This design comes from an exercise in tuning for small area, a short achievable clock period and few clock cycles per item on the open sky130 flow, not from production work. Only simulation tests tie the RTL to the original design; equivalence was not proved. Power figures rest on the tool's default switching activity, not on a simulated workload.

==> flow/design.v (outline; a module is shown in full before it is edited, if it fits) <==
// module matmult1: 17594 lines
// module rdec: 5 lines
// module sel12: 3 lines
// module sel3: 3 lines
// module fa: 4 lines
// module pg: 4 lines
// module pgn: 4 lines
// module blk: 4 lines
// module gry: 3 lines
// module x2: 3 lines
// module an2: 3 lines
// module nd2: 3 lines
// module iv: 3 lines
module matmult1
  (
   input         clk,
   input         rst,
   input         start,
   input [31:0]  a11, a12, a21, a22, b11, b12, b21, b22,
   output [31:0] c11, c12, c21, c22,
   output reg    done
   );
  // ...
==> flow/flow/run.sh <==
#!/bin/bash
# Own layout flow: the standard ORFS flow (standard.sh, unchanged
# synthesis), with
#  - flow/downsize.tcl run after synthesis (ORFS's POST_SYNTH_TCL hook) to
#    take the selector cells ABC sized x2 back to x1,
#  - timing repair aimed at a setup slack of MARGIN ns instead of 0 (the
#    clock period and constraints are the design's),
#  - buf_4 port buffers instead of the default buffer cell.
# make's full output goes to flow_make.log here; each ORFS step logs under
# orfs/logs/.
set -euo pipefail
MARGIN=8.5
bash standard.sh SETUP_SLACK_MARGIN=$MARGIN \
  "POST_SYNTH_TCL=$PWD/flow/downsize.tcl" \
  "BUFFER_PORTS_ARGS=-buffer_cell sky130_fd_sc_hd__buf_4" finish > flow_make.log 2>&1
==> flow/flow/downsize.tcl <==
# Run by ORFS after synthesis (POST_SYNTH_TCL), before floorplan: Yosys's
# ABC maps each small selector module on its own and picks the x2 drive of
# a21oi; take it back to x1 (the layout's timing repair sizes up what needs
# it). Only drive strengths change.
set db [ord::get_db]
set block [ord::get_db_block]
set map [dict create sky130_fd_sc_hd__a21oi_2 sky130_fd_sc_hd__a21oi_1 \
           sky130_fd_sc_hd__o22ai_2 sky130_fd_sc_hd__o22ai_1]
set n 0
foreach inst [$block getInsts] {
  set m [[$inst getMaster] getName]
  if {[dict exists $map $m]} {
    $inst swapMaster [$db findMaster [dict get $map $m]]
    incr n
  }
}
puts "downsize.tcl: $n instances downsized"
==> flow/standard.sh <==
#!/bin/bash
# synth_recipe.tcl (not shown) runs the flow's synth.tcl, then flattens the netlist and writes it again
# the make line also repeats each setting of config.mk as NAME=value (left out here)
make -C /OpenROAD-flow-scripts/flow DESIGN_CONFIG=/design/flow/config.mk WORK_HOME=/design/flow/orfs CLKGATE_MAP_FILE= SYNTH_SCRIPT=/design/flow/synth_recipe.tcl "${@:-finish}"
==> flow/config.mk <==
export PLATFORM = sky130hd
export DESIGN_NAME = matmult1
export DESIGN_NICKNAME = matmult1
export VERILOG_FILES = /design/flow/design.v
export SDC_FILE = /design/flow/constraint.sdc
export NUM_CORES = 4
export LEC_CHECK = 0
export CAP_MARGIN = 20
export CORE_MARGIN = 2
export CORE_UTILIZATION = 35
export PLACE_DENSITY = 0.5
export SLEW_MARGIN = 20
export SYNTH_HIERARCHICAL = 1
export SYNTH_MINIMUM_KEEP_SIZE = 0
==> flow/constraint.sdc <==
create_clock -name core_clock -period 16.0 [get_ports {clk}]
set_input_delay 3.2000 -clock core_clock [delete_from_list [all_inputs] [get_ports {clk}]]
set_output_delay 3.2000 -clock core_clock [all_outputs]
set_load 0.01 [all_outputs]
==> results.toml, run 1 <==
[final_layout]
drive_gt1_share_pct = 11.9
num-clock-buffers = 82
multiInputCombCellCount = 7789
layout.clock.cell_area_share_pct = 2.25
num_antenna_cells = 16
inverters_non_clock = 324
seq_share_pct = 8.89

[setup_path]
cp_cell_sequence = "buf_6 -> ha_1 -> a21o_1 -> a21o_2 -> xor2_4 -> buf_6 -> a21oi_1 -> fa_1 -> fa_1 -> fa_1 -> fa_1 -> fa_1"
critPathLaunch = "b11[0]"
timing.critical_path.fanout_max = 34
path_buf_inv = 2
number_of_gates_on_the_worst_path_with_buffers_counted = 12
worst_setup_path_endpoint = "h_c21[54]"

[cts]
cts_post_setup_buffers_inserted = 5
clock_sinks = 425
cts_tree = "done"

[timing]
worstMarginPinSlew_ps = 1350
rsz0062_at_grt = "true"
count_of_final_setup_violators = 0
post_route_setup_tns_ps = 0
hold_violations = 0

[placement]
preCtsSetupSlack_ps = 6900
dpl.hpwl_mm = 361
placement.io_buffers = 387

[min_path]
hold_path.startpoint = "rst"

[detailed_routing]
routed_wirelength_mm = 557
detail_route.first_pass.iterations = 13
dr.first_iter.drc_count = 19000

[global_routing]
grt.met1_usage_pct = 55.2
globalRouteOverflowTotal = 0

[power]
vdd.ir_drop.worst_v = 0.00124
p_comb_share_pct = 87.3
intPower_mw = 14.2

[yosys]
mappedNetlistArea_mm2 = 0.0836

[outcome]
outcome = "complete, no violations"

[die]
floorplan.rows = 179
die_h_um = 493
design.die.area_mm2 = 0.243
pin_count = 388
Testbench counts, summed over its fixed seeds: cycles 384, items 384.
==> run 2: changes to the inputs <==
--- a/flow/config.mk
+++ b/flow/config.mk
@@ -12,3 +12,4 @@
 export SLEW_MARGIN = 20
 export SYNTH_HIERARCHICAL = 1
 export SYNTH_MINIMUM_KEEP_SIZE = 0
+export TNS_END_PERCENT = 20
==> results.toml, run 2 <==
[detailed_routing]
detail_route.first_pass.iterations = 14
dr_vias = 94700
ant_nets = 0
viasPerCell = 7.55
routed_wirelength_mm = 557
dr.first_iter.drc_count = 19200
drc = 0
drt-wirelength-per-cell_um = 44.5

[timing]
rsz0062_at_grt = "true"
worstMarginPinSlew_ps = 1350
timing.fmax_ghz = 0.130
slew_viol_final = 0
fin_crit_ps = 7660
maxSlewHeadroom_pct = 9.92
post_route_setup_tns_ps = 0
period_share_pct = 47.9
count_of_final_setup_violators = 0
hold_violations = 0

[final_layout]
drive_gt1_share_pct = 11.6
final_cell_mix = "a21oi_1 (2048), o22ai_1 (2048), fa_1 (1704), buf_4 (692), a21o_1 (532)"
fin_nets = 11500
design_area_mm2 = 0.0957
signed_area_change_from_the_synthesized_netlist_to_the_final_layout_pct = 14.5
fillCellCount = 23600

[setup_path]
timing.critical_path.fanout_max = 34
cp_common_cell = "fa_1"
slowest_stage_delay_cp_ps = 740
critical_path.startpoint_type = "primary input"
worstPathArrival_ps = 8260
path_buf_inv = 2
timing_worst_setup_path_type = "primary input to register"
number_of_gates_on_the_worst_path_with_buffers_counted = 12
cp.required_ps = 16590
cp_cell_sequence = "buf_6 -> ha_1 -> a21o_1 -> a21o_2 -> xor2_4 -> buf_6 -> a21oi_1 -> fa_1 -> fa_1 -> fa_1 -> fa_1 -> fa_1"
worstSetupEndpointType = "register"
worst_path_max_delay_cell = "fa_1"
worst_path_dominant_cell_family = "adder cells"

[min_path]
hold_path_end = "done"
worstHoldPathType = "primary input to register"
timing.hold.worst_path_depth = 2
hold_path.startpoint = "rst"

[cts]
worst_setup_hold_path_clk_slew_ps = 60
cts_hold_buffers = 0
clock_tree.root_cell = "clkbuf_16"
cts_tree = "done"
clock_sinks = 425
cts-root-to-sink-buffers = 3
ctsHtreeMaxLevel = 2
cts_inserted_buffers = 60

[die]
floorplan.rows = 179
pin_count = 388
floorplan.die.width_um = 493
core_area_mm2 = 0.238
floorplan.initialDensity_pct = 35.2
design.die.area_mm2 = 0.243
die_h_um = 493

[placement]
placement.io_buffers = 387
placed_area_mm2 = 0.0931
gp_congestion = 1.03
dpl.hpwl_mm = 361

[yosys]
syn_nets = 10900
ys.warnings.count = 7
avgSynthCellArea_um2 = 9.64
mappedNetlistArea_mm2 = 0.0836
syn-instance-count = 8666

[global_routing]
pin_count_of_the_biggest_net_entering_global_routing = 59
globalRouteOverflowTotal = 0
via_count_of_the_first_global_routing_pass = 95500
gr-usage-all-layers_pct = 44.3
grt_first_pass_wirelength_mm = 761
initial_antenna_violation_count = 37

[power]
p_per_area_mw_per_mm2 = 299
total_power_mw = 28.6
power_leakage_nw = 36.3
vdd.ir_drop.worst_v = 0.00103

[run]
cap_violations = 0

[outcome]
outcome = "complete, no violations"
run 2: stage by stage:
step           std cells  hold WS [ps]  worst slack [ps]  utilization [%]
3_3_place_gp       12400          3370              6930             39.2
4_1_cts            12500          2610              8400             40.2
3_5_place_dp       12400          3370              6900             39.2
2_1_floorplan       8666          3260              8490                -
5_1_grt            12500          2640              8340             40.3
6_report           12500          2640              8340             40.3
run 2: how the worst max path moves through the flow:
| stage | end | from |
|---|---|---|
| CTS | c12[31] | h_c12[71] |
| floorplan | h_c11[18] | b11[3] |
| finish | h_c21[54] | b11[0] |
| global route | c12[31] | h_c12[71] |
| global placement | h_c21[54] | b11[0] |
| detailed placement | h_c21[54] | b11[0] |
run 2: final cells by class:
class	count	area [µm²]	share of cell area, %
multi-input cells	7789	74400	77.8
flip-flops and latches	425	8520	8.90
repair buffers	705	5360	5.60
well taps	3167	3960	4.14
clock buffers	82	1710	1.78
inverters	324	1230	1.29
clock inverters	26	453	0.473
diodes	17	42.5	0.0445
run 2: timing repair:
item                                    CTS  global route
cloned                                    0             0
buffers inserted                          3             2
gates resized for setup                  47            59
hold endpoints to repair                  0             0
pin swaps                                 6            21
endpoints found under the setup margin  290           118
run 2: metal layers:
layer / global-route usage (%) / up-vias / routed length [µm]
met5: 0.274 / - / 202
met4: 33.4 / 28 / 54600
met3: 20.5 / 3001 / 91000
met2: 58.7 / 10600 / 212000
met1: 55.4 / 47100 / 199000
li1: - / 34000 / -
run 2: where the power goes:
group / total [mW] / switching (mW) / leakage, nW / internal (mW)
logic: 24.9 / 13.8 / 31.6 / 11.1
clock network: 1.54 / 0.618 / 1.05 / 0.919
registers: 2.14 / 0.312 / 3.58 / 1.83
total: 28.6 / 14.7 / 36.3 / 13.9

-- port drivers added, routing unchanged --
No port has a modelled driver above. Below, the same layouts with a new extraction and two added sets of constraints. Step 1 (the two cells are an assumption about what drives the block):
set clk [get_ports {clk}]
set_driving_cell -lib_cell sky130_fd_sc_hd__clkbuf_16 $clk
set_driving_cell -lib_cell sky130_fd_sc_hd__buf_2 [delete_from_list [all_inputs] $clk]
Step 2 adds t to the input delays and takes it off the output delays; t is the mean of the earliest and latest rising clock arrival at the registers after step 1. Input paths then give back, and output paths get back, about the clock's delay inside the block. Three values: no drivers, after step 1, after step 2; two values: the first two.
run	t, ns	setup slack, ns	hold WS [ns]	worst setup path at the end	latest minus earliest clock arrival (ns)
run 1	0.835	8.327 / 8.335 / 7.501	2.641 / 2.570 / 3.405	input to register	0.038 / 0.037
run 2	0.834	8.337 / 8.362 / 7.539	2.645 / 2.573 / 3.407	input to register	0.044 / 0.044
After both steps setup and hold are still met in every run listed. The setup slack of run 1, which loses most, moves by +0.008 ns with the drivers and by -0.826 ns with both steps.
